What follows belongs to an exercise in optimizing a design on an open flow for small area and a short achievable clock period; a production flow would make more cautious choices.
Function was checked by simulation only, so behaviour that the tests miss may differ from the original.

==> flow/design.v (excerpt) <==
module divider (input logic [15:0] N,D,IA0,IA1,IA2,IA3,
                input logic clk, reset, kSave, nSave, dSave, kNextSel,
                input logic [1:0] muxSelB,
                output logic [15:0] quotient, remainder);
Size in the first run: ~990 cells after synthesis, roughly 64 flip-flops, ~9400 µm² of cells after synthesis.
export LEC_CHECK = 0
export CAP_MARGIN = 20
export CORE_MARGIN = 2
export CORE_UTILIZATION = 40
export SLEW_MARGIN = 20
create_clock -name core_clock -period 18.0 [get_ports {clk}]
standard.sh (not shown) runs the stock make flow with config.mk's settings and CLKGATE_MAP_FILE= SYNTH_SCRIPT=/design/flow/synth_recipe.tcl, a recipe that flattens the netlist after the stock synthesis.
==> flow/flow/run.sh <==
#!/bin/bash
# Own layout flow: the standard flow (standard.sh) with two changes:
#  - the full-adder and half-adder modules (fa, ha) are kept as their own modules through
#    synthesis, so each becomes one sky130 fa/ha cell, and the netlist is flattened at the end
#    as the standard synthesis does;
#  - port buffers are buf_2 cells instead of the default delay-buffer cell.
set -euo pipefail
W=$PWD
export SYNTH_KEEP_MODULES="fa ha"
export BUFFER_PORTS_ARGS="-buffer_cell sky130_fd_sc_hd__buf_1"
export CORE_UTILIZATION=60
export CTS_BUF_LIST="sky130_fd_sc_hd__clkbuf_4 sky130_fd_sc_hd__clkbuf_8"
export SETUP_SLACK_MARGIN=8
export ABC_AREA=1
bash "$W/standard.sh" > "$W/standard_flow.log" 2>&1
The baseline completed without violations.
==> next run, changes <==
==> flow/flow/run.sh (replaced) <==
#!/bin/bash
# Own layout flow: the standard flow (standard.sh) with these changes:
#  - synthesis keeps the full-adder and half-adder modules (fa, ha) as their own modules so
#    each becomes one sky130 fa/ha cell, and extracts adders only inside them (not in the rest
#    of the logic, e.g. the final carry-lookahead adder); the netlist is then flattened and
#    renamed exactly as the standard synthesis script does;
#  - the remaining logic is mapped with flow/abc.script (area-oriented &nf mapping);
#  - port buffers are small buf cells instead of the default delay-buffer cell;
#  - timing repair aims for extra setup margin (SETUP_SLACK_MARGIN).
set -euo pipefail
W=$PWD
export SYNTH_KEEP_MODULES="fa ha"
export BUFFER_PORTS_ARGS="-buffer_cell sky130_fd_sc_hd__buf_1"
export ABC_AREA=1
export SETUP_SLACK_MARGIN=9.0
sed 's#^  extract_fa {\*}\[dont_use_extract_fa_args\]$#  extract_fa {*}[dont_use_extract_fa_args] fa ha#' \
  "$FLOW_HOME/scripts/synth.tcl" > "$W/synth_mod.tcl"
grep -q 'extract_fa {\*}\[dont_use_extract_fa_args\] fa ha' "$W/synth_mod.tcl"
# abc: our own mapping script (flow/abc.script) in place of ORFS's
sed -i 's#^  log_cmd abc {\*}\$abc_args$#  set abc_args [lreplace $abc_args 1 1 $::env(OWN_ABC_SCRIPT)]\n&#' "$W/synth_mod.tcl"
grep -q 'OWN_ABC_SCRIPT' "$W/synth_mod.tcl"
export OWN_ABC_SCRIPT="$W/flow/abc.script"
sed "s#\$::env(SCRIPTS_DIR)/synth.tcl#$W/synth_mod.tcl#" "$W/synth_recipe.tcl" > "$W/own_synth.tcl"
grep -q "source $W/synth_mod.tcl" "$W/own_synth.tcl"
sed "s#SYNTH_SCRIPT=[^ ]*#SYNTH_SCRIPT=$W/own_synth.tcl#" "$W/standard.sh" > "$W/own_standard.sh"
grep -q "SYNTH_SCRIPT=$W/own_synth.tcl" "$W/own_standard.sh"
bash "$W/own_standard.sh" > "$W/standard_flow.log" 2>&1
==> flow/flow/abc.script (new file) <==
strash
dch
map -B 0.9
topo
stime -c
--- a/flow/config.mk
+++ b/flow/config.mk
@@ -9,3 +9,4 @@
 export CORE_MARGIN = 2
 export CORE_UTILIZATION = 40
+export CTS_BUF_LIST = sky130_fd_sc_hd__clkbuf_8
 export SLEW_MARGIN = 20
Effect:
- register-to-register slack gets better by 0.79 ns
- via count grows by about 10%
- count of clock-buffer cells in the layout is unchanged
==> next run, changes <==
--- a/flow/flow/run.sh
+++ b/flow/flow/run.sh
@@ -5,5 +5,6 @@
 #    of the logic, e.g. the final carry-lookahead adder); the netlist is then flattened and
 #    renamed exactly as the standard synthesis script does;
-#  - the remaining logic is mapped with flow/abc.script (area-oriented &nf mapping);
+#  - the remaining logic is mapped with flow/abc.script (ABC map with area recovery, no
+#    buffering or sizing: the layout's repair sizes cells with real wire loads);
 #  - port buffers are small buf cells instead of the default delay-buffer cell;
 #  - timing repair aims for extra setup margin (SETUP_SLACK_MARGIN).
@@ -13,5 +14,5 @@
 export BUFFER_PORTS_ARGS="-buffer_cell sky130_fd_sc_hd__buf_1"
 export ABC_AREA=1
-export SETUP_SLACK_MARGIN=9.0
+export SETUP_SLACK_MARGIN=8.4
 sed 's#^  extract_fa {\*}\[dont_use_extract_fa_args\]$#  extract_fa {*}[dont_use_extract_fa_args] fa ha#' \
   "$FLOW_HOME/scripts/synth.tcl" > "$W/synth_mod.tcl"
--- a/flow/config.mk
+++ b/flow/config.mk
@@ -8,5 +8,5 @@
 export CAP_MARGIN = 20
 export CORE_MARGIN = 2
-export CORE_UTILIZATION = 40
+export CORE_UTILIZATION = 55
 export CTS_BUF_LIST = sky130_fd_sc_hd__clkbuf_8
 export SLEW_MARGIN = 20
- register-to-register slack degrades by 0.36 ns
- clock-buffer cell count stays the same
- setup slack degrades by 0.48 ns
- design area went down by 9.6%
- worst hold slack degrades by 0.0093 ns
- via count went down by 4.9%
- non-clock buffer count went down by 70
- cell count went down by 8.7%
==> next run, changes <==
==> flow/flow/run.sh (replaced) <==
#!/bin/bash
# Own layout flow: the standard flow (standard.sh) with two changes:
#  - the full-adder and half-adder modules (fa, ha) are kept as their own modules through
#    synthesis, so each becomes one sky130 fa/ha cell, and the netlist is flattened at the end
#    as the standard synthesis does;
#  - port buffers are buf_2 cells instead of the default delay-buffer cell.
set -euo pipefail
W=$PWD
export SYNTH_KEEP_MODULES="fa ha"
export BUFFER_PORTS_ARGS="-buffer_cell sky130_fd_sc_hd__buf_1"
export CTS_BUF_LIST=sky130_fd_sc_hd__clkbuf_8
export SETUP_SLACK_MARGIN=8
export ABC_AREA=1
bash "$W/standard.sh" > "$W/standard_flow.log" 2>&1
--- a/flow/config.mk
+++ b/flow/config.mk
@@ -8,5 +8,4 @@
 export CAP_MARGIN = 20
 export CORE_MARGIN = 2
-export CORE_UTILIZATION = 55
-export CTS_BUF_LIST = sky130_fd_sc_hd__clkbuf_8
+export CORE_UTILIZATION = 40
 export SLEW_MARGIN = 20
removed: flow/flow/abc.script
Result: Area after synthesis came out higher by about 5%. First-iteration DRC count went down by about 5.5%. Via count is lower by about 4.6%. Core utilization came out lower by 21 points. Clock-buffer cell count does not change. Setup slack gets worse by 0.30 ns. Hold slack gets worse by 0.023 ns.

build 42:
Starting RTL as in the previous note.
==> flow/config.mk <==
export PLATFORM = sky130hd
export DESIGN_NAME = divider
export DESIGN_NICKNAME = divider
export VERILOG_FILES = /design/flow/design.v
export SDC_FILE = /design/flow/constraint.sdc
export NUM_CORES = 4
export LEC_CHECK = 0
export CAP_MARGIN = 20
export CORE_MARGIN = 2
export CORE_UTILIZATION = 40
export CTS_BUF_LIST = sky130_fd_sc_hd__clkbuf_8
export SLEW_MARGIN = 20
==> flow/constraint.sdc <==
create_clock -name core_clock -period 18.0 [get_ports {clk}]
set_input_delay 3.6000 -clock core_clock [delete_from_list [all_inputs] [get_ports {clk}]]
set_output_delay 3.6000 -clock core_clock [all_outputs]
set_load 0.01 [all_outputs]
==> flow/flow/run.sh <==
#!/bin/bash
# Own layout flow: the standard flow (standard.sh) with these changes:
#  - synthesis keeps the full-adder and half-adder modules (fa, ha) as their own modules so
#    each becomes one sky130 fa/ha cell, and extracts adders only inside them (not in the rest
#    of the logic, e.g. the final carry-lookahead adder); the netlist is then flattened and
#    renamed exactly as the standard synthesis script does;
#  - port buffers are small buf cells instead of the default delay-buffer cell;
#  - timing repair aims for extra setup margin (SETUP_SLACK_MARGIN).
set -euo pipefail
W=$PWD
export SYNTH_KEEP_MODULES="fa ha"
export BUFFER_PORTS_ARGS="-buffer_cell sky130_fd_sc_hd__buf_1"
export ABC_AREA=1
export SETUP_SLACK_MARGIN=8.7
sed 's#^  extract_fa {\*}\[dont_use_extract_fa_args\]$#  extract_fa {*}[dont_use_extract_fa_args] fa ha#' \
  "$FLOW_HOME/scripts/synth.tcl" > "$W/synth_mod.tcl"
grep -q 'extract_fa {\*}\[dont_use_extract_fa_args\] fa ha' "$W/synth_mod.tcl"
sed "s#\$::env(SCRIPTS_DIR)/synth.tcl#$W/synth_mod.tcl#" "$W/synth_recipe.tcl" > "$W/own_synth.tcl"
grep -q "source $W/synth_mod.tcl" "$W/own_synth.tcl"
sed "s#SYNTH_SCRIPT=[^ ]*#SYNTH_SCRIPT=$W/own_synth.tcl#" "$W/standard.sh" > "$W/own_standard.sh"
grep -q "SYNTH_SCRIPT=$W/own_synth.tcl" "$W/own_standard.sh"
bash "$W/own_standard.sh" > "$W/standard_flow.log" 2>&1
Modified inputs, build 45 compared to build 42
--- a/flow/flow/run.sh
+++ b/flow/flow/run.sh
@@ -5,4 +5,6 @@
 #    of the logic, e.g. the final carry-lookahead adder); the netlist is then flattened and
 #    renamed exactly as the standard synthesis script does;
+#  - the remaining logic is mapped with flow/abc.script (ABC map with area recovery, no
+#    buffering or sizing: the layout's repair sizes cells with real wire loads);
 #  - port buffers are small buf cells instead of the default delay-buffer cell;
 #  - timing repair aims for extra setup margin (SETUP_SLACK_MARGIN).
@@ -12,8 +14,12 @@
 export BUFFER_PORTS_ARGS="-buffer_cell sky130_fd_sc_hd__buf_1"
 export ABC_AREA=1
-export SETUP_SLACK_MARGIN=8.7
+export SETUP_SLACK_MARGIN=8.4
 sed 's#^  extract_fa {\*}\[dont_use_extract_fa_args\]$#  extract_fa {*}[dont_use_extract_fa_args] fa ha#' \
   "$FLOW_HOME/scripts/synth.tcl" > "$W/synth_mod.tcl"
 grep -q 'extract_fa {\*}\[dont_use_extract_fa_args\] fa ha' "$W/synth_mod.tcl"
+# abc: our own mapping script (flow/abc.script) in place of ORFS's
+sed -i 's#^  log_cmd abc {\*}\$abc_args$#  set abc_args [lreplace $abc_args 1 1 $::env(OWN_ABC_SCRIPT)]\n&#' "$W/synth_mod.tcl"
+grep -q 'OWN_ABC_SCRIPT' "$W/synth_mod.tcl"
+export OWN_ABC_SCRIPT="$W/flow/abc.script"
 sed "s#\$::env(SCRIPTS_DIR)/synth.tcl#$W/synth_mod.tcl#" "$W/synth_recipe.tcl" > "$W/own_synth.tcl"
 grep -q "source $W/synth_mod.tcl" "$W/own_synth.tcl"
==> flow/flow/abc.script (new file) <==
strash
dch -f
map -a
topo
stime -c
## What came out
Build 45 closes out successfully: all stages finished, all timing, DRC and antenna checks passed. Build 42 → build 45: cell depth of the worst flop-to-flop path +13%, number of multi-input combinational cells -about 5%, number of stages on the worst setup path +5.
Modified inputs, build 10 compared to build 45
--- a/flow/flow/run.sh
+++ b/flow/flow/run.sh
@@ -5,6 +5,5 @@
 #    of the logic, e.g. the final carry-lookahead adder); the netlist is then flattened and
 #    renamed exactly as the standard synthesis script does;
-#  - the remaining logic is mapped with flow/abc.script (ABC map with area recovery, no
-#    buffering or sizing: the layout's repair sizes cells with real wire loads);
+#  - the remaining logic is mapped with flow/abc.script (area-oriented &nf mapping);
 #  - port buffers are small buf cells instead of the default delay-buffer cell;
 #  - timing repair aims for extra setup margin (SETUP_SLACK_MARGIN).
@@ -14,5 +13,5 @@
 export BUFFER_PORTS_ARGS="-buffer_cell sky130_fd_sc_hd__buf_1"
 export ABC_AREA=1
-export SETUP_SLACK_MARGIN=8.4
+export SETUP_SLACK_MARGIN=8.7
 sed 's#^  extract_fa {\*}\[dont_use_extract_fa_args\]$#  extract_fa {*}[dont_use_extract_fa_args] fa ha#' \
   "$FLOW_HOME/scripts/synth.tcl" > "$W/synth_mod.tcl"
==> flow/flow/abc.script <==
strash
&get -n
&dch -f
&nf -R 1000
&put
topo
stime -c
buffer -c
upsize -c
dnsize -c
Findings:
On via total after detailed routing, build 45 loses to build 10.
On build 10: total placed cells including tap cells is 132 lower than what build 45 gave.
In the reports for build 45 and build 10, the larger placement-stage worst setup slack belongs to build 10.
Build 10 vs build 45 — routed length on met1 dropped by a few percent
Per the comparison of build 10 with build 45, non-clock buffer count saw an increase.
Taking build 45 as the reference, in build 10 clock tree skew after final layout flat, met1 global-route usage down 0.70 points.
Here is what was changed in the inputs of build 18 compared with build 10.
--- a/flow/flow/run.sh
+++ b/flow/flow/run.sh
@@ -5,5 +5,6 @@
 #    of the logic, e.g. the final carry-lookahead adder); the netlist is then flattened and
 #    renamed exactly as the standard synthesis script does;
-#  - the remaining logic is mapped with flow/abc.script (area-oriented &nf mapping);
+#  - the remaining logic is mapped with flow/abc.script (ABC map with area recovery, no
+#    buffering or sizing: the layout's repair sizes cells with real wire loads);
 #  - port buffers are small buf cells instead of the default delay-buffer cell;
 #  - timing repair aims for extra setup margin (SETUP_SLACK_MARGIN).
@@ -13,5 +14,5 @@
 export BUFFER_PORTS_ARGS="-buffer_cell sky130_fd_sc_hd__buf_1"
 export ABC_AREA=1
-export SETUP_SLACK_MARGIN=8.7
+export SETUP_SLACK_MARGIN=8.6
 sed 's#^  extract_fa {\*}\[dont_use_extract_fa_args\]$#  extract_fa {*}[dont_use_extract_fa_args] fa ha#' \
   "$FLOW_HOME/scripts/synth.tcl" > "$W/synth_mod.tcl"
==> flow/flow/abc.script <==
strash
dch
map -B 0.9
topo
stime -c
Results
Average wire length per cell after detail routing down about 17% in build 18 wrt build 10
Between build 18 and build 10, core utilization is higher for build 10, build 18 comes in under that.
Delta (build 18 minus build 10): insertion delay of the later-clocked pin in the worst-skew pair essentially unchanged; routing usage on met3 moved down.
Modified inputs, build 27 compared to build 18
- swapping 40 for 60 in CORE_UTILIZATION
==> flow/flow/run.sh <==
#!/bin/bash
# Own layout flow: the standard flow (standard.sh) with two changes:
#  - the full-adder and half-adder modules (fa, ha) are kept as their own modules through
#    synthesis, so each becomes one sky130 fa/ha cell, and the netlist is flattened at the end
#    as the standard synthesis does;
#  - port buffers are buf_2 cells instead of the default delay-buffer cell.
set -euo pipefail
W=$PWD
export SYNTH_KEEP_MODULES="fa ha"
export BUFFER_PORTS_ARGS="-buffer_cell sky130_fd_sc_hd__buf_1"
export SETUP_SLACK_MARGIN=8
export ABC_AREA=1
bash "$W/standard.sh" > "$W/standard_flow.log" 2>&1
removed: flow/flow/abc.script
[summary]
Register-to-register path setup slack delta for build 27 relative to build 18: 0.70 ns lower. Taking build 18 as the reference, in build 27 timing-limited maximum frequency has decreased, sequential-to-total area share from yosys stat has decreased. When the final numbers for build 27 and build 18 were put side by side, the global placement routability congestion turned out to be greater in build 27. Area growth from synthesis to layout: build 27 and build 18 compared, lower one is build 27. The worst setup margin reported for build 27 is smaller than that of build 18 by 0.54 ns. Build 27: via count about 6% below build 18. Comparing cell area after layout for build 27 and build 18, the smaller number came from build 27.

## re-timing with driven ports
How much do the figures lean on ideal ports? The routed layouts below were timed once more, with nothing changed but the port constraints. Step 1 sets driving cells, clkbuf_16 on the clock port and buf_2 on the other inputs (assumed; they add their load-dependent delay and slew). Step 2 times the ports against the registers' clock, not the clock port: input delays grow and output delays shrink by t, the midpoint of the rising clock arrivals with the driver on. Three values: ideal ports, drivers, drivers and shift; two values: the first two.
| run | t, ns | setup WS [ns] | worst setup path at the end |
|---|---|---|---|
| the first run of note 1 | 0.372 | 8.397 / 8.405 / 8.032 | input to register |
| the second run of note 1 | 0.378 | 9.171 / 9.179 / 8.801 | input to register |
| the third run of note 1 | 0.370 | 8.693 / 8.696 / 8.326 | input to register |
| the fourth run of note 1 | 0.372 | 8.397 / 8.405 / 8.032 | input to register |
| build 42 | 0.369 | 8.974 / 8.975 / 8.605 | input to register |
| build 45 | 0.373 | 8.581 / 8.588 / 8.215 | input to register |
| build 10 | 0.367 | 8.665 / 8.651 / 8.284 | input to register |
| build 18 | 0.377 | 8.860 / 8.867 / 8.490 | input to register |
| build 27 | 0.374 | 8.322 / 8.332 / 7.957 | input to register |
After both steps every run listed still meets setup and hold. For build 10, which loses most, drivers alone change the setup slack by -0.014 ns; drivers and shift together by -0.381 ns.
